From an optimization exercise on the open Yosys and OpenROAD flow, aimed at small area, a short achievable clock period and few clock cycles per item; shortcuts taken in it are not production practice.
Function was checked by simulation only, so behaviour that the tests miss may differ from the original.
Power figures rest on the tool's default switching activity, not on a simulated workload.

--- flow/design.v ---
module systolic_fa(input a, input b, input c, output s, output co);
	assign s = a ^ b ^ c;
	assign co = (a & b) | (c & (a ^ b));
endmodule
module systolic_xor2(input a, input b, output y);
	assign y = a ^ b;
endmodule
module systolic_xnor2(input a, input b, output y);
	assign y = ~(a ^ b);
endmodule
module systolic_mux2(input a0, input a1, input s, output y);
	assign y = s ? a1 : a0;
endmodule
module systolic_nor2(input a, input b, output y);
	assign y = ~(a | b);
endmodule
`timescale 1 ps / 1 ps
module systolic_array_top (
		input  wire reset_sink_reset,
		input  wire clock_sink,
		output wire [127:0] data_out_data,  
		input  wire data_out_ready,
		output reg data_out_valid,
		input  wire [127:0] st_rows_data,  
		output wire st_rows_ready,
		input  wire st_rows_valid,
		input  wire [127:0] st_cols_data,
		output wire st_cols_ready,
		input  wire st_cols_valid,
		input  wire [31:0] st_instr_data,
		output reg st_instr_ready,
		input wire st_instr_valid
	);
	wire CLOCK = clock_sink;
	wire reset = reset_sink_reset;
	reg [1:0] credits;
	reg [3:0] beat;
	reg [127:0] in_a;
	reg [127:0] in_a3;
	reg [63:0] in_s1;
	reg [63:0] in_s2;
	reg [63:0] in_s3;
	reg v0, last0;
	reg active;
	reg pending;
	reg [3:0] phase;
	reg [4:0] next_col;
	reg [127:0] out_reg;
	reg rdy_a, rdy_b;	 
	reg ld_a, ld_b;		 
	reg here;		 
	reg idle;		 
	wire in_ready = rdy_a || (rdy_b && data_out_ready);
	assign st_rows_ready = in_ready;
	assign st_cols_ready = in_ready;
	wire load = ld_a || (ld_b && data_out_ready);
	wire out_free = !data_out_valid || data_out_ready;
	wire xfer = here && out_free;
	wire clr = load || idle;
	wire data_in_valid = st_rows_valid && st_cols_valid;
	wire fire = in_ready && data_in_valid;
	wire ifire = st_instr_ready && st_instr_valid;
	wire waiting = pending || last0;
	wire [1:0] credits_n = credits + {1'b0, ifire} - {1'b0, fire && beat == 4'd15};
	wire last0_n = fire && beat == 4'd15;
	wire active_n = (active || v0) && !load;
	wire pending_n = waiting && !load;
	wire [3:0] phase_n = load ? 4'd0 : phase + 4'd1;
	wire [4:0] next_col_n = load ? 5'd0 : next_col + {4'd0, xfer};
	wire dv_n = xfer || (data_out_valid && !data_out_ready);
	wire waiting_n = pending_n || last0_n;
	wire last_here_n = (next_col_n == 5'd15) && (phase_n == 4'd15);
	wire hasi_n = credits_n != 2'd0;
	always @ (posedge CLOCK, posedge reset) begin
		if (reset) begin
			credits <= 0;
			st_instr_ready <= 0;
			beat <= 0;
			last0 <= 0;
			v0 <= 0;
			active <= 0;
			pending <= 0;
			phase <= 0;
			next_col <= 5'd16;
			data_out_valid <= 0;
			rdy_a <= 0;
			rdy_b <= 0;
			ld_a <= 0;
			ld_b <= 0;
			here <= 0;
			idle <= 1;
		end else begin
			credits <= credits_n;
			st_instr_ready <= credits_n != 2'd2;
			if (fire)
				beat <= beat + 4'd1;
			last0 <= last0_n;
			v0 <= fire;
			active <= active_n;
			pending <= pending_n;
			phase <= phase_n;
			next_col <= next_col_n;
			data_out_valid <= dv_n;
			rdy_a <= hasi_n && (!waiting_n || next_col_n[4] || (last_here_n && !dv_n));
			rdy_b <= hasi_n && waiting_n && last_here_n && dv_n;
			ld_a <= waiting_n && (next_col_n[4] || (last_here_n && !dv_n));
			ld_b <= waiting_n && last_here_n && dv_n;
			here <= !next_col_n[4] && (phase_n == next_col_n[3:0]);
			idle <= !active_n && !fire;
		end
	end
	genvar r, c, k;
	generate
		for (r = 0; r < 16; r = r + 1) begin: pre_row
			wire [7:0] av = st_rows_data[127-8*r -: 8];
			always @ (posedge CLOCK) begin
				in_a[8*r+7 -: 8] <= av;
				in_a3[8*r+7 -: 8] <= av + {av[6:0], 1'b0};
			end
		end
		for (c = 0; c < 16; c = c + 1) begin: pre_col
			for (k = 0; k < 4; k = k + 1) begin: digit
				wire [1:0] d = st_cols_data[127-8*c-7+2*k +: 2];
				always @ (posedge CLOCK) begin
					in_s1[4*c+k] <= fire && d == 2'd1;
					in_s2[4*c+k] <= fire && d == 2'd2;
					in_s3[4*c+k] <= fire && d == 2'd3;
				end
			end
		end
	endgenerate
	wire [7:0] sum [0:15][0:15];
	reg [7:0] shadow [0:15][0:15];
	generate
		for (c = 0; c < 16; c = c + 1) begin: col
			for (r = 0; r < 16; r = r + 1) begin: row
				wire [7:0] a = in_a[8*r+7 -: 8];
				wire [7:0] a3 = in_a3[8*r+7 -: 8];
				wire [3:0] s1 = in_s1[4*c+3 -: 4];
				wire [3:0] s2 = in_s2[4*c+3 -: 4];
				wire [3:0] s3 = in_s3[4*c+3 -: 4];
				wire [7:0] sum_p;
				reg [7:0] acc;	 
				wire pp0_0, pp0_1, pp0_2, pp0_3, pp0_4, pp0_5, pp0_6, pp0_7, pp1_2, pp1_3, pp1_4, pp1_5, pp1_6, pp1_7, pp2_4, pp2_5, pp2_6, pp2_7, pp3_6, pp3_7, x0, x1, x2, x3, x4, x5, x6, x7, fs0, fc0, fs1, fc1, fs2, fc2, fs3, fc3, fs4, fc4, fs5, fc5, fs6, fc6, fs7, fc7, fs8, fc8, p0, g0, p1, g1, p2, g2, p3, g3, p4, g4, p5, g5, p6, g6, G0_1, P0_1, G0_3, P0_3, G0_5, P0_5, G1_2, P1_2, G1_3, P1_3, G1_6, P1_6, G2_4, P2_4, G2_5, P2_5, G2_6, P2_6, sum0, sum1, sum2, sum3, sum4, sum5, sum6, xs0, xs1, xs2, xs3, xs4, xs5, xs6, xs7, sum7;
				assign pp0_0 = ~((s1[0] | s3[0]) & a[0]);
				assign pp0_1 = ~((s1[0] & a[1]) | (s2[0] & a[0]) | (s3[0] & a3[1]));
				assign pp0_2 = ~((s1[0] & a[2]) | (s2[0] & a[1]) | (s3[0] & a3[2]));
				assign pp0_3 = ~((s1[0] & a[3]) | (s2[0] & a[2]) | (s3[0] & a3[3]));
				assign pp0_4 = ~((s1[0] & a[4]) | (s2[0] & a[3]) | (s3[0] & a3[4]));
				assign pp0_5 = ~((s1[0] & a[5]) | (s2[0] & a[4]) | (s3[0] & a3[5]));
				assign pp0_6 = ~((s1[0] & a[6]) | (s2[0] & a[5]) | (s3[0] & a3[6]));
				assign pp0_7 = ~((s1[0] & a[7]) | (s2[0] & a[6]) | (s3[0] & a3[7]));
				assign pp1_2 = ~((s1[1] | s3[1]) & a[0]);
				assign pp1_3 = ~((s1[1] & a[1]) | (s2[1] & a[0]) | (s3[1] & a3[1]));
				assign pp1_4 = ~((s1[1] & a[2]) | (s2[1] & a[1]) | (s3[1] & a3[2]));
				assign pp1_5 = ~((s1[1] & a[3]) | (s2[1] & a[2]) | (s3[1] & a3[3]));
				assign pp1_6 = ~((s1[1] & a[4]) | (s2[1] & a[3]) | (s3[1] & a3[4]));
				assign pp1_7 = ~((s1[1] & a[5]) | (s2[1] & a[4]) | (s3[1] & a3[5]));
				assign pp2_4 = ~((s1[2] | s3[2]) & a[0]);
				assign pp2_5 = ~((s1[2] & a[1]) | (s2[2] & a[0]) | (s3[2] & a3[1]));
				assign pp2_6 = ~((s1[2] & a[2]) | (s2[2] & a[1]) | (s3[2] & a3[2]));
				assign pp2_7 = ~((s1[2] & a[3]) | (s2[2] & a[2]) | (s3[2] & a3[3]));
				assign pp3_6 = ~((s1[3] | s3[3]) & a[0]);
				assign pp3_7 = ~((s1[3] & a[1]) | (s2[3] & a[0]) | (s3[3] & a3[1]));
				assign x0 = acc[0];
				assign x1 = acc[1];
				assign x2 = acc[2];
				assign x3 = acc[3];
				assign x4 = acc[4];
				assign x5 = acc[5];
				assign x6 = acc[6];
				assign x7 = acc[7];
				systolic_fa fa0(.a(x2), .b(pp0_2), .c(pp1_2), .s(fs0), .co(fc0));
				systolic_fa fa1(.a(x3), .b(pp0_3), .c(pp1_3), .s(fs1), .co(fc1));
				systolic_fa fa2(.a(x4), .b(pp0_4), .c(pp1_4), .s(fs2), .co(fc2));
				systolic_fa fa3(.a(pp2_4), .b(fc1), .c(fs2), .s(fs3), .co(fc3));
				systolic_fa fa4(.a(x5), .b(pp0_5), .c(pp1_5), .s(fs4), .co(fc4));
				systolic_fa fa5(.a(pp2_5), .b(fc2), .c(fs4), .s(fs5), .co(fc5));
				systolic_fa fa6(.a(x6), .b(pp0_6), .c(pp1_6), .s(fs6), .co(fc6));
				systolic_fa fa7(.a(pp2_6), .b(pp3_6), .c(fc4), .s(fs7), .co(fc7));
				systolic_fa fa8(.a(fs6), .b(fs7), .c(fc5), .s(fs8), .co(fc8));
				systolic_xor2 px0(.a(x0), .b(pp0_0), .y(p0));
				systolic_nor2 gx0(.a(x0), .b(pp0_0), .y(g0));
				systolic_xor2 px1(.a(x1), .b(pp0_1), .y(p1));
				systolic_nor2 gx1(.a(x1), .b(pp0_1), .y(g1));
				assign p2 = ~fs0;
				assign g2 = 1'b0;
				systolic_xor2 px3(.a(fc0), .b(fs1), .y(p3));
				systolic_nor2 gx3(.a(fc0), .b(fs1), .y(g3));
				assign p4 = ~fs3;
				assign g4 = 1'b0;
				systolic_xor2 px5(.a(fc3), .b(fs5), .y(p5));
				systolic_nor2 gx5(.a(fc3), .b(fs5), .y(g5));
				assign p6 = ~fs8;
				assign g6 = 1'b0;
				assign G0_1 = g1 | (p1 & g0);
				assign P0_1 = p1 & p0;
				assign G0_3 = g3 | (p3 & g2);
				assign P0_3 = p3 & p2;
				assign G0_5 = g5 | (p5 & g4);
				assign P0_5 = p5 & p4;
				assign G1_2 = g2 | (p2 & G0_1);
				assign P1_2 = p2 & P0_1;
				assign G1_3 = G0_3 | (P0_3 & G0_1);
				assign P1_3 = P0_3 & P0_1;
				assign G1_6 = g6 | (p6 & G0_5);
				assign P1_6 = p6 & P0_5;
				assign G2_4 = g4 | (p4 & G1_3);
				assign P2_4 = p4 & P1_3;
				assign G2_5 = G0_5 | (P0_5 & G1_3);
				assign P2_5 = P0_5 & P1_3;
				assign G2_6 = G1_6 | (P1_6 & G1_3);
				assign P2_6 = P1_6 & P1_3;
				assign sum0 = p0;
				assign sum1 = p1 ^ g0;
				assign sum2 = p2 ^ G0_1;
				assign sum3 = p3 ^ G1_2;
				assign sum4 = p4 ^ G1_3;
				assign sum5 = p5 ^ G2_4;
				assign sum6 = p6 ^ G2_5;
				systolic_xor2 xg0(.a(x7), .b(pp0_7), .y(xs0));
				systolic_xor2 xg1(.a(pp1_7), .b(pp2_7), .y(xs1));
				systolic_xor2 xg2(.a(pp3_7), .b(xs0), .y(xs2));
				systolic_xor2 xg3(.a(xs1), .b(xs2), .y(xs3));
				systolic_xor2 xg4(.a(fc6), .b(xs3), .y(xs4));
				systolic_xor2 xg5(.a(xs4), .b(fc7), .y(xs5));
				systolic_xor2 xg6(.a(xs5), .b(fc8), .y(xs6));
				systolic_xor2 xg7(.a(xs6), .b(G2_6), .y(xs7));
				assign sum7 = xs7;
				assign sum_p = {sum7, sum6, sum5, sum4, sum3, sum2, sum1, sum0};
				assign sum[c][r] = sum_p;
				wire [7:0] shadow_d;
				systolic_mux2 smux[7:0] (.a0(shadow[(c+1)%16][r]), .a1(sum_p), .s(load), .y(shadow_d));
				always @ (posedge CLOCK) begin
					acc <= clr ? 8'hff : ~sum_p;
					shadow[c][r] <= shadow_d;
				end
			end
		end
	endgenerate
	always @ (posedge CLOCK) begin
		if (xfer)
			out_reg <= {shadow[0][0], shadow[0][1], shadow[0][2], shadow[0][3],
				shadow[0][4], shadow[0][5], shadow[0][6], shadow[0][7],
				shadow[0][8], shadow[0][9], shadow[0][10], shadow[0][11],
				shadow[0][12], shadow[0][13], shadow[0][14], shadow[0][15]};
	end
	assign data_out_data = out_reg;
endmodule
--- flow/run.sh ---
#!/bin/bash
# synth_recipe.tcl (not shown) runs the flow's synth.tcl, then flattens the netlist and writes it again
# the make line also repeats each setting of config.mk as NAME=value (left out here)
make -C /OpenROAD-flow-scripts/flow DESIGN_CONFIG=/design/flow/config.mk WORK_HOME=/design/flow/orfs CLKGATE_MAP_FILE= SYNTH_SCRIPT=/design/flow/synth_recipe.tcl finish
--- flow/config.mk ---
export PLATFORM = sky130hd
export DESIGN_NAME = systolic_array_top
export DESIGN_NICKNAME = systolic_array_top
export VERILOG_FILES = /design/flow/design.v
export SDC_FILE = /design/flow/constraint.sdc
export NUM_CORES = 8
export LEC_CHECK = 0
export CAP_MARGIN = 20
export CORE_MARGIN = 2
export CORE_UTILIZATION = 35
export PLACE_DENSITY = 0.45
export SETUP_SLACK_MARGIN = 2.5
export SLEW_MARGIN = 20
export SYNTH_HIERARCHICAL = 1
--- flow/constraint.sdc ---
create_clock -name core_clock -period 6.0 [get_ports {clock_sink}]
set_input_delay 1.2000 -clock core_clock [delete_from_list [all_inputs] [get_ports {clock_sink}]]
set_output_delay 1.2000 -clock core_clock [all_outputs]
set_load 0.01 [all_outputs]
==> results of run 1 <==
==> final timing paths <==
path	startpoint	end	slack, ps
setup reg to reg	in_a3[115]	shadow[78][7]	2430
max in group asynchronous	reset_sink_reset	idle	5200
setup / recovery	in_a3[115]	shadow[78][7]	2430
hold reg to reg	shadow[66][6]	shadow[50][6]	420
hold / removal	reset_sink_reset	here	400
min in group core_clock	shadow[66][6]	shadow[50][6]	420
==> modules after synthesis (local to each module, per instance) <==
module              cells  cell area, um2  copies in the design
systolic_array_top  19049          198000                     1
systolic_fa             1            20.0                  2304
systolic_mux2           1            15.0                  2048
systolic_xor2           1            8.76                  3072
systolic_nor2           1            3.75                  1024
==> routing by layer <==
layer / GRT usage, % / up-vias / share of wire [%]
li1: - / 99095 / -
met1: 44.4 / 129481 / 38
met2: 48.4 / 20842 / 40
met3: 11.4 / 4546 / 14
met4: 23.8 / 114 / 8.1
met5: 0.184 / - / 0.10
==> power by group through the flow <==
stage / combinational (mW) / sequential [mW] / clock (mW)
floorplan: 24.5 / 39.8 / 0
global placement: 31.4 / 42.3 / 0
detailed placement: 31.8 / 42.4 / 0
CTS: 32.9 / 41.5 / 38.3
global route: 37.0 / 42.0 / 39.4
finish: 34.5 / 41.5 / 37.9
==> area by class of cell <==
class	count	area (um2)	share of cell area, %
Antenna cell	149	373	0.106
Sequential cell	4683	96300	27.3
Inverter	615	2330	0.662
Clock buffer	831	17100	4.85
Multi-Input combinational cell	19020	197000	55.8
Clock inverter	213	2760	0.783
Timing Repair Buffer	1781	22200	6.31
Tap cell	11557	14500	4.11
==> what timing repair did <==
action / CTS / global route
setup endpoints to repair: 1214 / 507
pin swaps: 34 / 129
gates cloned: 6 / 8
setup buffers: 350 / 189
resized for setup: 134 / 215
==> cell usage in the layout (no fill, tap or decap), drive strengths merged, types with 21 or more instances in the layout <==
master         Yosys  final
dfxtp           4528   4528
a222oi          4096   4096
xor2            3859   3859
nand2           3188   3188
fa              2320   2320
mux2            2048   2048
nor2            1421   1421
buf              571   1370
ha               870    870
clkbuf          2608    843
inv              615    640
clkdlybuf4s50      0    392
or2              320    320
a31oi            258    258
a31o             256    256
diode              0    149
edfxtp           128    128
clkinv             0    116
and3              65     65
xnor2             60     60
bufinv             0     58
o21ai             48     48
a21oi             36     36
nor3b             35     35
dfrtp             25     25
and2              21     21
==> cell families (layout without fill, tap and decap cells) <==
kind of cell	after synthesis	count (layout)	synth area share (%)
DFF	4683	4683	31.1
adders and majority gates	3190	3190	18.8
and+or+nand+nor	5096	5096	6.89
other	0	149	0
AOI/OAI and AO/OA	4767	4767	17.0
buffers and inverters	3794	3440	4.89
muxes	2048	2048	10.1
xor gates and xnor gates	3919	3919	11.2
==> out/metrics.cfg, run 1 <==
[outcome]
status = timing/DRC/antenna clean

[place]
hpwl_um = 945000
dp_worst_setup_slack_ps = 1770
dp.cells = 37103
dpl_cell_area_um2 = 322000
place.port_buffers = 393
gp_congestion = 0.884

[critical_path]
ff2ff_path_depth = 8
crit_top_cell = fa_1
cp.required_ps = 7060
crit_buf_inv = 1
critical_path.max_stage_delay_ps = 670
critPathLaunchType = flip-flop
end_kind = flip-flop
cp_num_cells = 8
crit_family = adder cells
cp.arrival_ps = 4630
cp_cell_sequence = buf_6, a222oi_1, fa_1, fa_1, fa_1, nor2_1, xor2_1, mux2_4
crit_path_top_delay_cell = dfxtp_2
critPathKind = reg -> reg
cp_max_fo = 25

[clocking]
cts_tree = built
clockBufferDepth = 4
insertion_delay_ps = 1210
cts_hold_buf = 0
cts.clk_slew.worst_paths_ps = 80
root_buffer = clkbuf_16
htreeDepth = 6
numCtsBuffers = 580
cts.sinks = 4683

[die]
chipWidth_um = 938
num_rows = 343
dieHeight_um = 938
start_util_pct = 35.1
pin_count = 426
dieArea_um2 = 880000
coreArea_um2 = 871000

[sta]
fmax_mhz = 280
slew_headroom_pct = 12.3
fin_crit_ps = 3570
whs_ps = 401
tns_ps = 0
finalMaxSlewViolations = 0
rsz0062_at_grt = true
finalSetupViolCount = 0
post-route-period-util_pct = 59.4
fin_ws_ps = 2430
fin_skew_ps = 52.0
hold_violations = 0
tightest_slew_ps = 1320

[min_path]
hold_path_class = in -> async

[pwr]
seq_power_share_pct = 36.4
combinationalPowerShare_pct = 30.3
power_density_nw_per_um2 = 324
internal-power_mw = 71.5
power.switching_mw = 42.6
leakagePower_nw = 119
power.total_mw = 114
peakVddDrop_uv = 395
pwr-share-clk_pct = 33.3
swShare_pct = 37.3

[yosys]
syn_inst = 27497
synth.net_count = 30981
ys_types = 55
synthTopCellsByCount = 4528 x dfxtp_1, 4096 x a222oi_1, 3859 x xor2_1
synth_top_area_share_pct = 29.7
synth_area_um2 = 306000
yosys-top-cells-area = dfxtp_1 30%, fa_1 15%, a222oi_1 13%, xor2_1 11%, mux2_4 10%
synthFlopType = dfxtp_1
ys_seq_area_share_pct = 31.1
synth-seq-cells = 4683
synthArstFlopShare_pct = 0.577
syn_area_per_cell_um2 = 11.1
post-synth-top-count-cell = dfxtp_1
synth_edf_count = 128
yosys_warnings = 8
synth_area_leader_cell = dfxtp_1

[layout]
area_delta_synth_final_pct = 15.3
finish.utilization_pct = 40.4
fillCellCount = 82965
fin_area_um2 = 352000
final_layout_size_suffix_gt1_share_pct = 20.9
instances_no_fill = 38849
largestRegisters = col.row.acc x2048, shadow x2048
nNetsFinal = 30165

[drt]
vias_per_cell = 6.54
wl_per_cell_um = 41.8
wl_um = 1620000
dr.pass1.iters = 22
drt_iter0_drc = 57130
ant_nets = 0
vias = 254078
drc = 0

[global_routing]
grt_pass1_wl_um = 2130000
antenna_found_initial = 241
first_global_vias = 247888
grt_overflow = 0
grt_max_degree = 127
grt_use_total_pct = 34.4

[flow_run]
maxCapViolCount = 0

Testbench counts, summed over its fixed seeds: cycles 4,248, items 256.
==> run 2, diff against run 1 <==
--- a/flow/design.v
+++ b/flow/design.v
@@ -8,8 +8,8 @@
 module systolic_xnor2(input a, input b, output y);
 	assign y = ~(a ^ b);
 endmodule
-module systolic_mux2(input a0, input a1, input s, output y);
-	assign y = s ? a1 : a0;
+module systolic_mux2(input a0, input a1, input s, input sn, output y);
+	assign y = (a1 & s) | (a0 & sn);
 endmodule
 module systolic_nor2(input a, input b, output y);
 	assign y = ~(a | b);
@@ -35,11 +35,8 @@
 	wire reset = reset_sink_reset;
 	reg [1:0] credits;
 	reg [3:0] beat;
-	reg [127:0] in_a;
-	reg [127:0] in_a3;
-	reg [63:0] in_s1;
-	reg [63:0] in_s2;
-	reg [63:0] in_s3;
+	reg [127:0] row_m, row_m3, col_m, col_m3;
+	reg [63:0] row_s1, row_s2, row_s3, col_s1, col_s2, col_s3;
 	reg v0, last0;
 	reg active;
 	reg pending;
@@ -54,6 +51,7 @@
 	assign st_rows_ready = in_ready;
 	assign st_cols_ready = in_ready;
 	wire load = ld_a || (ld_b && data_out_ready);
+	wire load_n = !load;
 	wire out_free = !data_out_valid || data_out_ready;
 	wire xfer = here && out_free;
 	wire clr = load || idle;
@@ -111,20 +109,23 @@
 	end
 	genvar r, c, k;
 	generate
-		for (r = 0; r < 16; r = r + 1) begin: pre_row
+		for (r = 0; r < 16; r = r + 1) begin: pre
 			wire [7:0] av = st_rows_data[127-8*r -: 8];
+			wire [7:0] bv = st_cols_data[127-8*r -: 8];
 			always @ (posedge CLOCK) begin
-				in_a[8*r+7 -: 8] <= av;
-				in_a3[8*r+7 -: 8] <= av + {av[6:0], 1'b0};
+				row_m[8*r+7 -: 8] <= av;
+				row_m3[8*r+7 -: 8] <= av + {av[6:0], 1'b0};
+				col_m[8*r+7 -: 8] <= bv;
+				col_m3[8*r+7 -: 8] <= bv + {bv[6:0], 1'b0};
 			end
-		end
-		for (c = 0; c < 16; c = c + 1) begin: pre_col
 			for (k = 0; k < 4; k = k + 1) begin: digit
-				wire [1:0] d = st_cols_data[127-8*c-7+2*k +: 2];
 				always @ (posedge CLOCK) begin
-					in_s1[4*c+k] <= fire && d == 2'd1;
-					in_s2[4*c+k] <= fire && d == 2'd2;
-					in_s3[4*c+k] <= fire && d == 2'd3;
+					row_s1[4*r+k] <= fire && av[2*k +: 2] == 2'd1;
+					row_s2[4*r+k] <= fire && av[2*k +: 2] == 2'd2;
+					row_s3[4*r+k] <= fire && av[2*k +: 2] == 2'd3;
+					col_s1[4*r+k] <= fire && bv[2*k +: 2] == 2'd1;
+					col_s2[4*r+k] <= fire && bv[2*k +: 2] == 2'd2;
+					col_s3[4*r+k] <= fire && bv[2*k +: 2] == 2'd3;
 				end
 			end
 		end
@@ -134,11 +135,12 @@
 	generate
 		for (c = 0; c < 16; c = c + 1) begin: col
 			for (r = 0; r < 16; r = r + 1) begin: row
-				wire [7:0] a = in_a[8*r+7 -: 8];
-				wire [7:0] a3 = in_a3[8*r+7 -: 8];
-				wire [3:0] s1 = in_s1[4*c+3 -: 4];
-				wire [3:0] s2 = in_s2[4*c+3 -: 4];
-				wire [3:0] s3 = in_s3[4*c+3 -: 4];
+				localparam DIAG = (r < 8) == (c < 8);
+				wire [7:0] a = DIAG ? row_m[8*r+7 -: 8] : col_m[8*c+7 -: 8];
+				wire [7:0] a3 = DIAG ? row_m3[8*r+7 -: 8] : col_m3[8*c+7 -: 8];
+				wire [3:0] s1 = DIAG ? col_s1[4*c+3 -: 4] : row_s1[4*r+3 -: 4];
+				wire [3:0] s2 = DIAG ? col_s2[4*c+3 -: 4] : row_s2[4*r+3 -: 4];
+				wire [3:0] s3 = DIAG ? col_s3[4*c+3 -: 4] : row_s3[4*r+3 -: 4];
 				wire [7:0] sum_p;
 				reg [7:0] acc;	 
 				wire pp0_0, pp0_1, pp0_2, pp0_3, pp0_4, pp0_5, pp0_6, pp0_7, pp1_2, pp1_3, pp1_4, pp1_5, pp1_6, pp1_7, pp2_4, pp2_5, pp2_6, pp2_7, pp3_6, pp3_7, x0, x1, x2, x3, x4, x5, x6, x7, fs0, fc0, fs1, fc1, fs2, fc2, fs3, fc3, fs4, fc4, fs5, fc5, fs6, fc6, fs7, fc7, fs8, fc8, p0, g0, p1, g1, p2, g2, p3, g3, p4, g4, p5, g5, p6, g6, G0_1, P0_1, G0_3, P0_3, G0_5, P0_5, G1_2, P1_2, G1_3, P1_3, G1_6, P1_6, G2_4, P2_4, G2_5, P2_5, G2_6, P2_6, sum0, sum1, sum2, sum3, sum4, sum5, sum6, xs0, xs1, xs2, xs3, xs4, xs5, xs6, xs7, sum7;
@@ -230,7 +232,7 @@
 				assign sum_p = {sum7, sum6, sum5, sum4, sum3, sum2, sum1, sum0};
 				assign sum[c][r] = sum_p;
 				wire [7:0] shadow_d;
-				systolic_mux2 smux[7:0] (.a0(shadow[(c+1)%16][r]), .a1(sum_p), .s(load), .y(shadow_d));
+				systolic_mux2 smux[7:0] (.a0(shadow[(c+1)%16][r]), .a1(sum_p), .s(load), .sn(load_n), .y(shadow_d));
 				always @ (posedge CLOCK) begin
 					acc <= clr ? 8'hff : ~sum_p;
 					shadow[c][r] <= shadow_d;
--- a/flow/config.mk
+++ b/flow/config.mk
@@ -8,6 +8,8 @@
 export CAP_MARGIN = 20
 export CORE_MARGIN = 2
 export CORE_UTILIZATION = 35
+export CTS_CLUSTER_DIAMETER = 100
+export CTS_CLUSTER_SIZE = 20
 export PLACE_DENSITY = 0.45
 export SETUP_SLACK_MARGIN = 2.5
 export SLEW_MARGIN = 20
==> run 2 against run 1 <==
  * Largest cell class unchanged
  * Still clean on timing, DRC and antenna
  * Cell area is 5.9% lower
  * Die area is 1.0% lower
  * Largest power group unchanged
  * Synthesized cell count increased by 4.2%
==> out/metrics.cfg, run 2 <==
[global_routing]
antenna_found_initial = 257  ; was 241
first_global_vias = 248770  ; was 247888
grt_pass1_wl_um = 2010000  ; was 2130000 um
grt_max_degree = 158  ; was 127
grt_overflow = 0  ; unchanged
grt_use_total_pct = 31.9  ; was 34.4%

[yosys]
synth_area_leader_cell = dfxtp_1  ; unchanged
ys_types = 43  ; was 55
yosys_warnings = 8  ; unchanged
yosys-top-cells-area = dfxtp_1 33%, fa_1 15%, a222oi_1 14%, xor2_1 12%, a22o_1 5.9%  ; was dfxtp_1 30%, fa_1 15%, a222oi_1 13%, xor2_1 11%, mux2_4 10%
syn_area_per_cell_um2 = 10.6  ; was 11.1 um2
synth-seq-cells = 5115  ; was 4683
synth_edf_count = 128  ; unchanged
synthFlopType = dfxtp_1  ; unchanged
synth_area_um2 = 302000  ; was 306000 um2
syn_inst = 28665  ; was 27497
ys_seq_area_share_pct = 34.3  ; was 31.1%
synth_top_area_share_pct = 32.8  ; was 29.7%
synthTopCellsByCount = 4960 x dfxtp_1, 4096 x a222oi_1, 4004 x xor2_1  ; was 4528 x dfxtp_1, 4096 x a222oi_1, 3859 x xor2_1
synthArstFlopShare_pct = 0.528  ; was 0.577%
synth.net_count = 32549  ; was 30981
post-synth-top-count-cell = dfxtp_1  ; unchanged

[sta]
tightest_slew_ps = 1310  ; was 1320 ps
finalSetupViolCount = 0  ; unchanged
post-route-period-util_pct = 59.1  ; was 59.4%
finalMaxSlewViolations = 0  ; unchanged
rsz0062_at_grt = true  ; unchanged
hold_violations = 0  ; unchanged
tns_ps = 0  ; unchanged
fin_skew_ps = 72.2  ; was 52.0 ps
fmax_mhz = 282  ; was 280 MHz
fin_crit_ps = 3550  ; was 3570 ps
slew_headroom_pct = 12.5  ; was 12.3%

[drt]
drt_iter0_drc = 54989  ; was 57130
ant_nets = 0  ; unchanged
wl_um = 1480000  ; was 1620000 um
wl_per_cell_um = 37.7  ; was 41.8 um
vias = 253676  ; was 254078
dr.pass1.iters = 17  ; was 22
drc = 0  ; unchanged
vias_per_cell = 6.46  ; was 6.54

[die]
pin_count = 426  ; unchanged
dieArea_um2 = 872000  ; was 880000 um2
dieHeight_um = 934  ; was 938 um
num_rows = 341  ; was 343
chipWidth_um = 934  ; was 938 um
start_util_pct = 35.1  ; about the same
coreArea_um2 = 862000  ; was 871000 um2

[min_path]
hold_path_class = in -> async  ; unchanged

[pwr]
peakVddDrop_uv = 360  ; was 395 uV
leakagePower_nw = 112  ; was 119 nW
power_density_nw_per_um2 = 306  ; was 324 nW/um2

[critical_path]
crit_top_cell = fa_1  ; unchanged
critical_path.max_stage_delay_ps = 1000  ; was 670 ps
cp.required_ps = 7030  ; was 7060 ps
critPathLaunchType = flip-flop  ; unchanged
cp_cell_sequence = or2_2, nand2_1, fa_1, fa_1, nor2_1, xor2_1, a22o_1  ; was buf_6, a222oi_1, fa_1, fa_1, fa_1, nor2_1, xor2_1, mux2_4
critPathKind = reg -> reg  ; unchanged
crit_path_top_delay_cell = dfxtp_1  ; was dfxtp_2
end_kind = flip-flop  ; unchanged
cp.arrival_ps = 4580  ; was 4630 ps
cp_max_fo = 10  ; was 25
crit_family = adder cells  ; unchanged
crit_buf_inv = 0  ; was 1

[clocking]
numCtsBuffers = 320  ; was 580
cts_tree = built  ; unchanged
root_buffer = clkbuf_16  ; unchanged
cts.sinks = 5115  ; was 4683
cts.clk_slew.worst_paths_ps = 90  ; was 80 ps
htreeDepth = 5  ; was 6
clockBufferDepth = 4  ; unchanged
insertion_delay_ps = 1110  ; was 1210 ps

[layout]
multi_input_area_um2 = 184000  ; was 197000 um2
final_layout_size_suffix_gt1_share_pct = 8.73  ; was 20.9%
finish.utilization_pct = 38.4  ; was 40.4%
nNetsFinal = 31296  ; was 30165
largestRegisters = col.row.acc x2048, shadow x2048  ; unchanged
final_common_cell = dfxtp_1  ; unchanged
final_cell_mix = 4501 x dfxtp_1, 4096 x a222oi_1, 3971 x xor2_1, 3074 x nand2_1, 2336 x fa_1  ; was 4185 x dfxtp_1, 4096 x a222oi_1, 3723 x xor2_1, 3188 x nand2_1, 2312 x fa_1
fillCellCount = 84507  ; was 82965
fin_area_um2 = 331000  ; was 352000 um2
regArea_um2 = 105000  ; was 96300 um2
area_delta_synth_final_pct = 9.52  ; was 15.3%

[place]
place.port_buffers = 393  ; unchanged
hpwl_um = 960000  ; was 945000 um
dpl_cell_area_um2 = 318000  ; was 322000 um2
gp_congestion = 0.897  ; was 0.884

[flow_run]
maxCapViolCount = 0  ; unchanged

[outcome]
status = timing/DRC/antenna clean  ; unchanged

## run 2: changes by cell type after synthesis, moves of 254 or more
cell | previous run | this run
and2_1 | 21 | 357
or2_4 | 256 | 0
a31o_4 | 256 | 0
ha_1 | 870 | 1254
dfxtp_1 | 4528 | 4960
a31oi_4 | 256 | 0
a22o_1 | 0 | 2048
inv_1 | 613 | 870
a31o_2 | 0 | 256
mux2_4 | 2048 | 0
a31oi_1 | 2 | 256
## run 2: cell type report
| type | count | area share, % |
|---|---|---|
| multi-input cells | 19686 | 55.6 |
| repair buffers | 1418 | 4.28 |
| well taps | 11490 | 4.34 |
| inverters | 871 | 0.989 |
| clock inverters | 90 | 0.368 |
| clock buffers | 391 | 2.59 |
| diodes | 215 | 0.162 |
| flip-flops and latches | 5115 | 31.7 |
## run 2: repair_timing
action	4_1_cts	5_1_grt
hold buffers	0	0
pin swaps	1	81
setup endpoints to repair	657	401
gates resized for setup	266	300
buffers inserted	11	80
## run 2: path summary, 6_finish.rpt
path / from / endpoint / slack, ps / cells after the start
min in group core_clock: shadow[219][0] / shadow[203][0] / 420 / 1
setup reg to reg: col_s1[15] / shadow[50][7] / 2450 / 7
max in group asynchronous: reset_sink_reset / next_col[4] / 5060 / 3
setup / recovery: col_s1[15] / shadow[50][7] / 2450 / 7
hold reg to reg: shadow[219][0] / shadow[203][0] / 420 / 1
hold / removal: reset_sink_reset / credits[1] / 380 / 2
## run 2: stage by stage
step | hold slack [ps] | power, mW | setup WS (ps) | cells
2_1_floorplan | 409 | 64.8 | -144170 | 28665
3_3_place_gp | 421 | 75.6 | 1390 | 38486
3_5_place_dp | 423 | 75.9 | 1360 | 38488
4_1_cts | 309 | 101 | 2410 | 38980
5_1_grt | 403 | 106 | 2420 | 39148
6_report | 380 | 101 | 2450 | 39276
## run 2: logic make-up (layout without fill, tap and decap cells)
| group | count (synthesis) | after routing | synth area share, % |
|---|---|---|---|
| simple gates | 5160 | 5160 | 7.05 |
| buf+inv | 3864 | 2770 | 5.04 |
| other cells | 0 | 215 | 0 |
| xor+xnor | 4014 | 4014 | 11.6 |
| fa+ha+maj | 3590 | 3590 | 20.6 |
| mux | 1 | 1 | 0.00372 |
| flops | 5115 | 5115 | 34.3 |
| compound gates | 6921 | 6921 | 21.3 |
## run 2: worst reg2reg max path: stages (launching register included)
cell	delay, ps
dfxtp_1	1000
or2_2	590
nand2_1	150
fa_1	560
fa_1	450
nor2_1	160
xor2_1	370
a22o_1	200
## run 2: power breakdown
| group | total [mW] | internal [mW] | switching, mW |
|---|---|---|---|
| clock | 24.8 | 11.0 | 13.9 |
| combinational | 31.1 | 11.1 | 20.1 |
| sequential | 45.4 | 39.6 | 5.76 |
## run 2: modules after synthesis, one instance, submodules excluded
| module | times used | flip-flops and latches | area [um2] | cells |
|---|---|---|---|---|
| systolic_array_top | 1 | 5115 | 208000 | 20217 |
| systolic_fa | 2304 | 0 | 20.0 | 1 |
| systolic_mux2 | 2048 | 0 | 8.76 | 1 |
| systolic_nor2 | 1024 | 0 | 3.75 | 1 |
| systolic_xor2 | 3072 | 0 | 8.76 | 1 |
## run 2: per-layer routing
metal | part of all wire (%) | wire length, um | GRT usage, % | up-vias
met1 | 40 | 600000 | 43.8 | 128699
li1 | - | - | - | 103507
met2 | 40 | 591000 | 43.7 | 18363
met5 | 0.044 | 651 | 0.0327 | -
met3 | 14 | 204000 | 11.3 | 3015
met4 | 5.8 | 86300 | 16.2 | 92
Testbench counts of run 2, summed over its fixed seeds: cycles 4,248, items 256.
==> run 3, diff against run 2 <==
--- a/flow/config.mk
+++ b/flow/config.mk
@@ -8,8 +8,6 @@
 export CAP_MARGIN = 20
 export CORE_MARGIN = 2
 export CORE_UTILIZATION = 35
-export CTS_CLUSTER_DIAMETER = 100
-export CTS_CLUSTER_SIZE = 20
 export PLACE_DENSITY = 0.45
 export SETUP_SLACK_MARGIN = 2.5
 export SLEW_MARGIN = 20
==> run 3 against run 2 <==
  * Cell area is 3.5% higher
  * Routed wire length hardly changed
  * Sequential share of layout area is 1.1 points lower
  * Sequential cell count stayed put
  * Synthesized cell count stayed put
  * Critical path type unchanged
  * Largest power group unchanged
  * Highest routed layer unchanged
==> out/metrics.cfg, run 3 <==
[clocking]
insertion_delay_ps = 1210  ; was 1110 ps
root_buffer = clkbuf_16  ; unchanged
htreeDepth = 6  ; was 5
cts_tree = built  ; unchanged
cts.clk_slew.worst_paths_ps = 60  ; was 90 ps
clockBufferDepth = 4  ; unchanged
numCtsBuffers = 622  ; was 320
cts_hold_buf = 0  ; unchanged
cts.sinks = 5115  ; unchanged

[layout]
final_cell_mix = 4504 x dfxtp_1, 4096 x a222oi_1, 3970 x xor2_1, 3074 x nand2_1, 2336 x fa_1  ; was 4501 x dfxtp_1, 4096 x a222oi_1, 3971 x xor2_1, 3074 x nand2_1, 2336 x fa_1
final_layout_size_suffix_gt1_share_pct = 10.6  ; was 8.73%
nNetsFinal = 31569  ; was 31296
largestRegisters = col.row.acc x2048, shadow x2048  ; unchanged
fin_area_um2 = 343000  ; was 331000 um2
finish.utilization_pct = 39.8  ; was 38.4%
final_common_cell = dfxtp_1  ; unchanged
area_delta_synth_final_pct = 13.3  ; was 9.52%

[pwr]
seq_power_share_pct = 38.6  ; was 44.8%
swShare_pct = 36.4  ; was 39.2%
pwr-share-clk_pct = 35.0  ; was 24.5%
power_density_nw_per_um2 = 343  ; was 306 nW/um2
combinationalPowerShare_pct = 26.4  ; was 30.7%
internal-power_mw = 74.8  ; was 61.6 mW
leakagePower_nw = 118  ; was 112 nW
power.switching_mw = 42.9  ; was 39.7 mW
power.total_mw = 118  ; was 101 mW
peakVddDrop_uv = 433  ; was 360 uV

[yosys]
post-synth-top-count-cell = dfxtp_1  ; unchanged
synth-seq-cells = 5115  ; unchanged
synth_area_um2 = 302000  ; unchanged
synthTopCellsByCount = 4960 x dfxtp_1, 4096 x a222oi_1, 4004 x xor2_1  ; unchanged
synth_top_area_share_pct = 32.8  ; unchanged
yosys_warnings = 8  ; unchanged
synthFlopType = dfxtp_1  ; unchanged
synth_edf_count = 128  ; unchanged
synthArstFlopShare_pct = 0.528  ; unchanged
ys_types = 43  ; unchanged
synth.net_count = 32549  ; unchanged
synth_area_leader_cell = dfxtp_1  ; unchanged
ys_seq_area_share_pct = 34.3  ; unchanged
syn_area_per_cell_um2 = 10.6  ; unchanged
syn_inst = 28665  ; unchanged
yosys-top-cells-area = dfxtp_1 33%, fa_1 15%, a222oi_1 14%, xor2_1 12%, a22o_1 5.9%  ; unchanged

[critical_path]
worstReg2RegStart = row_m3[12]  ; was col_s1[15]
ff2ff_path_depth = 9  ; was 7
cp_cell_sequence = buf_4, a222oi_1, fa_1, fa_1, xor2_1, a31oi_1, nor2_1, xor2_1, a22o_1  ; was or2_2, nand2_1, fa_1, fa_1, nor2_1, xor2_1, a22o_1
critPathKind = reg -> reg  ; unchanged
cp_num_cells = 9  ; was 7
startpoint = row_m3[12]  ; was col_s1[15]
cp_max_fo = 11  ; was 10
crit_buf_inv = 1  ; was 0
crit_path_top_delay_cell = dfxtp_1  ; unchanged
cp.arrival_ps = 4580  ; about the same
crit_family = adder cells  ; unchanged
end_kind = flip-flop  ; unchanged
cp.required_ps = 7080  ; was 7030 ps
critPathLaunchType = flip-flop  ; unchanged
critical_path.max_stage_delay_ps = 710  ; was 1000 ps
r2r_setup_slack_ps = 2500  ; was 2450 ps

[drt]
drc = 0  ; unchanged
drt_iter0_drc = 54121  ; was 54989
wl_per_cell_um = 37.2  ; was 37.7 um
ant_nets = 0  ; unchanged
wl_um = 1480000  ; about the same
dr.pass1.iters = 17  ; unchanged
vias_per_cell = 6.42  ; was 6.46
vias = 256024  ; was 253676

[sta]
whs_ps = 295  ; was 380 ps
tns_ps = 0  ; unchanged
tightest_slew_ps = 1270  ; was 1310 ps
hold_violations = 0  ; unchanged
slew_headroom_pct = 14.9  ; was 12.5%
fmax_mhz = 286  ; was 282 MHz
rsz0062_at_grt = true  ; unchanged
finalMaxSlewViolations = 0  ; unchanged
post-route-period-util_pct = 58.3  ; was 59.1%
finalSetupViolCount = 0  ; unchanged
fin_crit_ps = 3500  ; was 3550 ps
fin_skew_ps = 66.9  ; was 72.2 ps

[die]
pin_count = 426  ; unchanged
start_util_pct = 35.1  ; unchanged
coreArea_um2 = 862000  ; unchanged
num_rows = 341  ; unchanged
dieHeight_um = 934  ; unchanged
chipWidth_um = 934  ; unchanged
dieArea_um2 = 872000  ; unchanged

[global_routing]
antenna_found_initial = 251  ; was 257
grt_pass1_wl_um = 2020000  ; was 2010000 um
grt_use_total_pct = 32.0  ; was 31.9%
grt_max_degree = 158  ; unchanged
first_global_vias = 251752  ; was 248770
grt_overflow = 0  ; unchanged

[place]
place.port_buffers = 393  ; unchanged
hpwl_um = 960000  ; unchanged
gp_congestion = 0.897  ; unchanged
dpl_cell_area_um2 = 318000  ; unchanged

[outcome]
status = timing/DRC/antenna clean  ; unchanged

[min_path]
hold_path_class = in -> async  ; unchanged

[flow_run]
maxCapViolCount = 0  ; unchanged

==> run 3: cell counts after synthesis <==
Identical to the previous run, type by type.
==> run 3: final cells by class <==
cell class | instances | area, um2
sequential | 5115 | 105000
clock buffer | 858 | 17900
inverter | 871 | 3280
multi-input combinational | 19686 | 184000
fill | 83543 | 519000
antenna | 174 | 435
tap | 11490 | 14400
clock inverter | 280 | 3970
timing repair buffer | 1389 | 13800
==> run 3: repair_timing <==
item / in CTS / in global routing
endpoints found under the setup margin: 631 / 361
gates resized for setup: 280 / 277
cloned: 0 / 0
pin swaps: 1 / 76
buffers inserted: 9 / 54
==> run 3: routing by layer <==
metal	global-route usage [%]	up-vias	routed length, um
met2	43.7	18608	588000
li1	-	104429	-
met5	0.0327	-	555
met1	43.9	129567	600000
met3	11.5	3338	204000
met4	17.0	82	90400
==> run 3: kinds of logic after synthesis <==
logic type	after synthesis	synth area share, %
simple gates	5160	7.05
buf+inv	3864	5.04
xor+xnor	4014	11.6
compound gates	6921	21.3
fa+ha+maj	3590	20.6
mux	1	0.00372
flops	5115	34.3
==> run 3: through the flow <==
stage          instances  worst slack (ps)
2_1_floorplan      28665           -144170
3_3_place_gp       38486              1390
3_5_place_dp       38488              1360
4_1_cts            39635              2460
5_1_grt            39764              2370
6_report           39863              2500
==> run 3: modules after synthesis (local to each module, per instance) <==
module | cell area [um2] | flops+latches | copies in the design
systolic_nor2 | 3.75 | 0 | 1024
systolic_mux2 | 8.76 | 0 | 2048
systolic_xor2 | 8.76 | 0 | 3072
systolic_fa | 20.0 | 0 | 2304
systolic_array_top | 208000 | 5115 | 1
==> run 3: final timing paths <==
kind                                        to
worst min register to register   shadow[34][3]
min in group core_clock          shadow[34][3]
worst max register to register   shadow[65][7]
worst max-delay path             shadow[65][7]
max in group asynchronous                 idle
worst min-delay path            st_instr_ready
==> run 3: power by group through the flow <==
stage	Combinational (mW)	Sequential, mW	Clock (mW)
floorplan	21.7	43.1	0
global placement	29.5	46.1	0
detailed placement	29.8	46.1	0
CTS	30.1	45.4	41.7
global route	33.9	45.9	43.0
finish	31.1	45.5	41.2
==> run 4, diff against run 3 <==
--- a/flow/config.mk
+++ b/flow/config.mk
@@ -8,7 +8,9 @@
 export CAP_MARGIN = 20
 export CORE_MARGIN = 2
 export CORE_UTILIZATION = 35
+export CTS_CLUSTER_DIAMETER = 100
+export CTS_CLUSTER_SIZE = 20
 export PLACE_DENSITY = 0.45
-export SETUP_SLACK_MARGIN = 2.5
+export SETUP_SLACK_MARGIN = 2.7
 export SLEW_MARGIN = 20
 export SYNTH_HIERARCHICAL = 1
==> run 4 against run 3 <==
  * Register-to-register slack better by 150 ps
  * Critical endpoint is now data_out_data[63]
  * Clock power decreased by about 40%
  * Sequential cell count is the same
  * Synthesized area did not move
  * Global-route usage grew 0.81 points
  * Sequential power barely moved
  * Power decreased by 12%
  * Utilization rose by 0.068 points
  * Critical path depth shrank 8
  * Non-clock buffer count increased by 680
  * Sequential share of layout area barely moved
  * First-iteration DRC count rose by 7.3%
==> out/metrics.cfg, run 4 <==
[outcome]
status = timing/DRC/antenna clean  ; unchanged

[critical_path]
critical_path.max_stage_delay_ps = 840  ; was 710 ps
crit_buf_inv = 1  ; unchanged
cp.arrival_ps = 2210  ; was 4580 ps
ff2ff_path_depth = 9  ; unchanged
crit_path_top_delay_cell = edfxtp_1  ; was dfxtp_1
worstReg2RegStart = col_m[115]  ; was row_m3[12]
r2r_setup_slack_ps = 2650  ; was 2500 ps
end_kind = primary output  ; was flip-flop
critPathLaunchType = flip-flop  ; unchanged
crit_family = flip-flops  ; was adder cells
cp_num_cells = 1  ; was 9
cp_cell_sequence = buf_2  ; was buf_4, a222oi_1, fa_1, fa_1, xor2_1, a31oi_1, nor2_1, xor2_1, a22o_1
r2r_end = shadow[230][7]  ; was shadow[65][7]
cp.required_ps = 4800  ; was 7080 ps
cp_max_fo = 11  ; unchanged
critPathKind = reg -> out  ; was reg -> reg

[drt]
ant_nets = 0  ; unchanged
vias = 261072  ; was 256024
drt_iter0_drc = 58093  ; was 54121
dr.pass1.iters = 17  ; unchanged
drc = 0  ; unchanged
wl_um = 1560000  ; was 1480000 um
vias_per_cell = 6.54  ; was 6.42
wl_per_cell_um = 39.2  ; was 37.2 um

[place]
gp_congestion = 0.897  ; unchanged
hpwl_um = 960000  ; unchanged
place.port_buffers = 393  ; unchanged
dpl_cell_area_um2 = 318000  ; unchanged

[sta]
tightest_slew_ps = 1270  ; about the same
finalMaxSlewViolations = 0  ; unchanged
fmax_mhz = 293  ; was 286 MHz
fin_crit_ps = 3410  ; was 3500 ps
tns_ps = 0  ; unchanged
finalSetupViolCount = 0  ; unchanged
rsz0062_at_grt = true  ; unchanged
fin_skew_ps = 86.8  ; was 66.9 ps
hold_violations = 0  ; unchanged
post-route-period-util_pct = 56.8  ; was 58.3%
slew_headroom_pct = 15.1  ; was 14.9%

[layout]
area_delta_synth_final_pct = 13.5  ; was 13.3%
regArea_um2 = 105000  ; about the same
finish.utilization_pct = 39.8  ; about the same
largestRegisters = col.row.acc x2048, shadow x2048  ; unchanged
final_common_cell = dfxtp_1  ; unchanged
multi_input_area_um2 = 187000  ; was 184000 um2
final_cell_mix = 4478 x dfxtp_1, 4096 x a222oi_1, 3814 x xor2_1, 3073 x nand2_1, 2274 x fa_1  ; was 4504 x dfxtp_1, 4096 x a222oi_1, 3970 x xor2_1, 3074 x nand2_1, 2336 x fa_1
fin_area_um2 = 343000  ; about the same
final_layout_size_suffix_gt1_share_pct = 12.4  ; was 10.6%
fillCellCount = 83754  ; was 83543
nNetsFinal = 31947  ; was 31569

[yosys]
synthTopCellsByCount = 4960 x dfxtp_1, 4096 x a222oi_1, 4004 x xor2_1  ; unchanged
synth_edf_count = 128  ; unchanged
ys_seq_area_share_pct = 34.3  ; unchanged
syn_area_per_cell_um2 = 10.6  ; unchanged
synthArstFlopShare_pct = 0.528  ; unchanged
synth_area_leader_cell = dfxtp_1  ; unchanged
yosys_warnings = 8  ; unchanged
synth_top_area_share_pct = 32.8  ; unchanged
synth_area_um2 = 302000  ; unchanged
synth.net_count = 32549  ; unchanged
post-synth-top-count-cell = dfxtp_1  ; unchanged
yosys-top-cells-area = dfxtp_1 33%, fa_1 15%, a222oi_1 14%, xor2_1 12%, a22o_1 5.9%  ; unchanged
syn_inst = 28665  ; unchanged
ys_types = 43  ; unchanged
synthFlopType = dfxtp_1  ; unchanged
synth-seq-cells = 5115  ; unchanged

[clocking]
cts.clk_slew.worst_paths_ps = 90  ; was 60 ps
clockBufferDepth = 4  ; unchanged
cts.sinks = 5115  ; unchanged
cts_tree = built  ; unchanged
numCtsBuffers = 320  ; was 622
root_buffer = clkbuf_16  ; unchanged
insertion_delay_ps = 1130  ; was 1210 ps
cts_hold_buf = 0  ; unchanged
htreeDepth = 5  ; was 6

[pwr]
internal-power_mw = 62.4  ; was 74.8 mW
leakagePower_nw = 118  ; about the same
pwr-share-clk_pct = 24.2  ; was 35.0%
combinationalPowerShare_pct = 32.1  ; was 26.4%
swShare_pct = 39.5  ; was 36.4%
power_density_nw_per_um2 = 300  ; was 343 nW/um2
power.total_mw = 103  ; was 118 mW
seq_power_share_pct = 43.8  ; was 38.6%
peakVddDrop_uv = 361  ; was 433 uV
power.switching_mw = 40.8  ; was 42.9 mW

[die]
pin_count = 426  ; unchanged
dieArea_um2 = 872000  ; unchanged
num_rows = 341  ; unchanged
start_util_pct = 35.1  ; unchanged
chipWidth_um = 934  ; unchanged
dieHeight_um = 934  ; unchanged
coreArea_um2 = 862000  ; unchanged

[global_routing]
grt_overflow = 0  ; unchanged
grt_max_degree = 158  ; unchanged
first_global_vias = 251280  ; was 251752
grt_use_total_pct = 32.8  ; was 32.0%
grt_pass1_wl_um = 2050000  ; was 2020000 um
antenna_found_initial = 263  ; was 251

[min_path]
hold_path_class = in -> async  ; unchanged

[flow_run]
maxCapViolCount = 0  ; unchanged

==> run 4: cell counts after synthesis <==
Identical to the previous run, type by type.
==> run 4: worst reg2reg max path, cell delays in order (launching register included) <==
cell and delay [ps]:
dfxtp_4 460, buf_8 230, a222oi_1 470, fa_1 510
fa_1 480, xor2_4 240, a31oi_4 230, nor2_2 70
xor2_1 170, a22o_1 330
==> run 4: how the worst max path moves through the flow <==
stage / to / slack, ps / from
2_1_floorplan: col[0].row[0].acc[7] / -144170 / data_out_ready
3_3_place_gp: col[13].row[0].acc[1] / 1390 / data_out_ready
3_5_place_dp: col[13].row[5].acc[3] / 1360 / data_out_ready
4_1_cts: data_out_data[63] / 2540 / out_reg[63]
5_1_grt: data_out_data[63] / 2560 / out_reg[63]
6_report: data_out_data[63] / 2590 / out_reg[63]
==> run 4: per-stage QoR <==
stage               std cells  hold slack [ps]  setup WS (ps)
finish                  39909              359           2590
global route            39790              404           2560
CTS                     39156              309           2540
detailed placement      38488              423           1360
global placement        38486              421           1390
floorplan               28665              409        -144170
==> run 4: logic make-up (layout without fill, tap and decap cells) <==
kind of cell             after synthesis  after routing  share of synthesized area (%)
other                                  0            197                              0
adder cells (fa/ha/maj)             3590           3590                           20.6
flip-flops                          5115           5115                           34.3
XOR/XNOR                            4014           4014                           11.6
multiplexers                           1              1                        0.00372
AO/OA/AOI/OAI                       6921           6921                           21.3
buffers and inverters               3864           3421                           5.04
AND/OR/NAND/NOR                     5160           5160                           7.05
==> run 4: cell type report <==
cell class                      count  share of cell area, %
Sequential cell                  5115                   30.7
Antenna cell                      197                  0.144
Inverter                          871                  0.955
Clock buffer                      391                   2.50
Multi-Input combinational cell  19686                   54.4
Clock inverter                     90                  0.355
Tap cell                        11490                   4.19
Timing Repair Buffer             2069                   6.76
==> run 4: modules after synthesis (local to each module, per instance) <==
module | area [um2] | flops+latches | copies in the design | cells
systolic_array_top | 208000 | 5115 | 1 | 20217
systolic_fa | 20.0 | 0 | 2304 | 1
systolic_mux2 | 8.76 | 0 | 2048 | 1
systolic_xor2 | 8.76 | 0 | 3072 | 1
systolic_nor2 | 3.75 | 0 | 1024 | 1
==> run 4: metal layers <==
| metal | GRT usage [%] | part of all wire (%) | vias up |
|---|---|---|---|
| li1 | - | - | 104724 |
| met1 | 44.7 | 39 | 132111 |
| met2 | 44.9 | 39 | 20340 |
| met3 | 12.0 | 14 | 3791 |
| met4 | 17.6 | 6.7 | 106 |
| met5 | 0.185 | 0.074 | - |
==> run 4: power by group through the flow <==
stage	Combinational, mW	Sequential (mW)	Clock, mW
2_1_floorplan	21.7	43.1	0
3_3_place_gp	29.5	46.1	0
3_5_place_dp	29.8	46.1	0
4_1_cts	30.6	45.2	25.3
5_1_grt	35.7	45.6	26.4
6_report	33.1	45.2	24.9
==> run 4: what timing repair did <==
item                        CTS  global route
setup endpoints to repair  2003           669
setup buffers               187           525
pin swaps                    81           589
cloned                        0            30
gates resized for setup     667           854
==> run 5, diff against run 4 <==
--- a/flow/config.mk
+++ b/flow/config.mk
@@ -11,6 +11,6 @@
 export CTS_CLUSTER_DIAMETER = 100
 export CTS_CLUSTER_SIZE = 20
 export PLACE_DENSITY = 0.45
-export SETUP_SLACK_MARGIN = 2.7
+export SETUP_SLACK_MARGIN = 2.3
 export SLEW_MARGIN = 20
 export SYNTH_HIERARCHICAL = 1
==> run 5 against run 4 <==
  * Global-route usage is 1.1 points lower
  * Critical path depth grew 8
  * Clock power barely moved
  * Critical path type is now reg -> reg
  * Still clean
  * Critical endpoint is now shadow[1][7]
==> out/metrics.cfg, run 5 <==
[outcome]
status = timing/DRC/antenna clean  ; unchanged

[sta]
fin_skew_ps = 77.6  ; was 86.8 ps
tns_ps = 0  ; unchanged
rsz0062_at_grt = false  ; was true
finalMaxSlewViolations = 0  ; unchanged
slew_headroom_pct = 10.3  ; was 15.1%
fin_crit_ps = 3700  ; was 3410 ps
hold_violations = 0  ; unchanged
post-route-period-util_pct = 61.7  ; was 56.8%
tightest_slew_ps = 1340  ; was 1270 ps
fmax_mhz = 270  ; was 293 MHz
finalSetupViolCount = 0  ; unchanged

[place]
gp_congestion = 0.897  ; unchanged
place.port_buffers = 393  ; unchanged
dp.cells = 38488  ; unchanged
hpwl_um = 960000  ; unchanged

[yosys]
ys_types = 43  ; unchanged
synthArstFlopShare_pct = 0.528  ; unchanged
synthFlopType = dfxtp_1  ; unchanged
ys_seq_area_share_pct = 34.3  ; unchanged
syn_area_per_cell_um2 = 10.6  ; unchanged
synth-seq-cells = 5115  ; unchanged
post-synth-top-count-cell = dfxtp_1  ; unchanged
yosys-top-cells-area = dfxtp_1 33%, fa_1 15%, a222oi_1 14%, xor2_1 12%, a22o_1 5.9%  ; unchanged
synth_edf_count = 128  ; unchanged
synth_area_leader_cell = dfxtp_1  ; unchanged
synthTopCellsByCount = 4960 x dfxtp_1, 4096 x a222oi_1, 4004 x xor2_1  ; unchanged
yosys_warnings = 8  ; unchanged
synth.net_count = 32549  ; unchanged
synth_top_area_share_pct = 32.8  ; unchanged
syn_inst = 28665  ; unchanged
synth_area_um2 = 302000  ; unchanged

[critical_path]
cp_max_fo = 33  ; was 11
cp_cell_sequence = or2_2, nand2_1, fa_1, xor2_1, a31o_2, a31oi_1, nor2_1, xor2_1, a22o_1  ; was buf_2
cp.required_ps = 6950  ; was 4800 ps
cp.arrival_ps = 4650  ; was 2210 ps
crit_path_top_delay_cell = dfxtp_2  ; was edfxtp_1
end_kind = flip-flop  ; was primary output
critical_path.max_stage_delay_ps = 950  ; was 840 ps
critPathKind = reg -> reg  ; was reg -> out
crit_family = flip-flops  ; unchanged
crit_top_cell = xor2_1
crit_buf_inv = 0  ; was 1
critPathLaunchType = flip-flop  ; unchanged

[drt]
wl_um = 1460000  ; was 1560000 um
vias_per_cell = 6.42  ; was 6.54
ant_nets = 0  ; unchanged
dr.pass1.iters = 17  ; unchanged
vias = 251802  ; was 261072
wl_per_cell_um = 37.1  ; was 39.2 um
drc = 0  ; unchanged
drt_iter0_drc = 54084  ; was 58093

[clocking]
cts_tree = built  ; unchanged
cts.sinks = 5115  ; unchanged
htreeDepth = 5  ; unchanged
numCtsBuffers = 320  ; unchanged
insertion_delay_ps = 1120  ; was 1130 ps
root_buffer = clkbuf_16  ; unchanged
clockBufferDepth = 4  ; unchanged
cts.clk_slew.worst_paths_ps = 90  ; about the same

[layout]
nNetsFinal = 31210  ; was 31947
final_common_cell = dfxtp_1  ; unchanged
largestRegisters = col.row.acc x2048, shadow x2048  ; unchanged
final_layout_size_suffix_gt1_share_pct = 8.00  ; was 12.4%
fillCellCount = 84688  ; was 83754
instances_no_fill = 39195  ; was 39909
final_cell_mix = 4531 x dfxtp_1, 4096 x a222oi_1, 4004 x xor2_1, 3074 x nand2_1, 2336 x fa_1  ; was 4478 x dfxtp_1, 4096 x a222oi_1, 3814 x xor2_1, 3073 x nand2_1, 2274 x fa_1
area_delta_synth_final_pct = 8.62  ; was 13.5%

[pwr]
power.switching_mw = 39.5  ; was 40.8 mW
swShare_pct = 39.1  ; was 39.5%
leakagePower_nw = 111  ; was 118 nW
internal-power_mw = 61.5  ; was 62.4 mW
pwr-share-clk_pct = 24.6  ; was 24.2%
peakVddDrop_uv = 357  ; was 361 uV
combinationalPowerShare_pct = 30.4  ; was 32.1%
seq_power_share_pct = 45.0  ; was 43.8%
power.total_mw = 101  ; was 103 mW
power_density_nw_per_um2 = 307  ; was 300 nW/um2

[die]
chipWidth_um = 934  ; unchanged
num_rows = 341  ; unchanged
start_util_pct = 35.1  ; unchanged
dieHeight_um = 934  ; unchanged
pin_count = 426  ; unchanged
dieArea_um2 = 872000  ; unchanged
coreArea_um2 = 862000  ; unchanged

[global_routing]
grt_overflow = 0  ; unchanged
grt_use_total_pct = 31.8  ; was 32.8%
grt_max_degree = 158  ; unchanged
antenna_found_initial = 252  ; was 263
grt_pass1_wl_um = 2000000  ; was 2050000 um
first_global_vias = 248383  ; was 251280

[min_path]
hold_path_class = in -> async  ; unchanged

[flow_run]
maxCapViolCount = 0  ; unchanged

run 5: cell counts after synthesis:
No cell type changed its count.
run 5: cells by family after synthesis:
kind of cell | share of synthesized area (%)
xor gates and xnor gates | 11.6
DFF | 34.3
AOI/OAI and AO/OA | 21.3
muxes | 0.00372
buffers and inverters | 5.04
and+or+nand+nor | 7.05
adders and majority gates | 20.6
run 5: per-module statistics from Yosys (local to each module, per instance):
module | cell area, um2 | flip-flops and latches
systolic_array_top | 208000 | 5115
systolic_fa | 20.0 | 0
systolic_mux2 | 8.76 | 0
systolic_nor2 | 3.75 | 0
systolic_xor2 | 8.76 | 0
run 5: worst paths after layout:
| kind | slack, ps | startpoint | endpoint | cells past startpoint |
|---|---|---|---|---|
| max | 2300 | col_s3[1] | shadow[1][7] | 9 |
| min | 380 | reset_sink_reset | credits[1] | 2 |
| max reg2reg | 2300 | col_s3[1] | shadow[1][7] | 9 |
| min reg2reg | 420 | shadow[96][4] | shadow[80][4] | 1 |
| max in group asynchronous | 5070 | reset_sink_reset | next_col[4] | 3 |
| min in group core_clock | 420 | shadow[96][4] | shadow[80][4] | 1 |
run 5: per-stage QoR:
step	setup WS (ps)	cell area, um2	utilization (%)	hold WS (ps)
finish	2300	329000	38.1	376
global route	2300	328000	38.1	404
CTS	2160	328000	38.0	309
detailed placement	1360	318000	36.9	423
global placement	1390	318000	36.8	421
floorplan	-144170	302000	-	409
run 5: repair_timing:
action	4_1_cts	5_1_grt
endpoints found under the setup margin	122	289
resized for setup	51	147
pin swaps	0	1
buffers inserted	2	3
hold buffers	0	0
run 5: layout make-up:
type                            count  area (um2)  share of cell area [%]
Clock inverter                     90        1220                   0.371
Inverter                          871        3280                   0.997
Sequential cell                  5115      105000                    31.9
Timing Repair Buffer             1332       12300                    3.76
Tap cell                        11490       14400                    4.38
Multi-Input combinational cell  19686      183000                    55.8
Antenna cell                      220         551                   0.168
Clock buffer                      391        8580                    2.61
run 5: worst reg2reg max path: stages (launching register included):
cell and delay, ps:
dfxtp_2 950, or2_2 710, nand2_1 160, fa_1 450
xor2_1 180, a31o_2 260, a31oi_1 250, nor2_1 90
xor2_1 180, a22o_1 320
run 5: layer usage:
metal / up-vias / wire, um / GRT usage, %
li1: 103353 / - / -
met1: 127757 / 596000 / 43.7
met2: 17721 / 579000 / 43.6
met3: 2887 / 196000 / 11.2
met4: 84 / 84000 / 16.0
met5: - / 588 / 0.0327
run 5: power by group through the flow:
stage / registers, mW / clock network, mW / logic (mW)
2_1_floorplan: 43.1 / 0 / 21.7
3_3_place_gp: 46.1 / 0 / 29.5
3_5_place_dp: 46.1 / 0 / 29.8
4_1_cts: 45.3 / 25.3 / 30.1
5_1_grt: 46.0 / 26.4 / 33.5
6_report: 45.5 / 24.8 / 30.7

==> static timing again, ports no longer ideal <==
Ports are ideal in the flow. The routed layouts listed here were re-timed in OpenROAD.
Step 1 sets driving cells, clkbuf_16 on the clock port and buf_2 on the other inputs (assumed; they add their load-dependent delay and slew).
Step 2 also shifts input and output timing later by t, the mid clock arrival at the registers, as if the neighbouring blocks saw the same clock.
Three values: ideal ports, drivers, drivers and shift; two values: the first two.
| run | t (ns) | slack for setup (ns) | worst setup path at the end | worst register clock-pin slew, ns |
|---|---|---|---|---|
| run 1 | 1.351 | 2.434 / 2.365 / 1.969 | input to register | 0.08 / 0.08 |
| run 2 | 1.218 | 2.454 / 2.397 / 1.714 | input to register | 0.11 / 0.11 |
| run 3 | 1.314 | 2.501 / 2.379 / 1.571 | input to register | 0.07 / 0.07 |
| run 4 | 1.231 | 2.592 / 2.455 / 1.817 | input to register | 0.11 / 0.11 |
| run 5 | 1.221 | 2.300 / 2.300 / 1.597 | input to register | 0.11 / 0.11 |
After both steps every run listed still meets setup and hold. The setup slack of run 3, which loses most, moves by -0.122 ns with the drivers and by -0.930 ns with both steps.
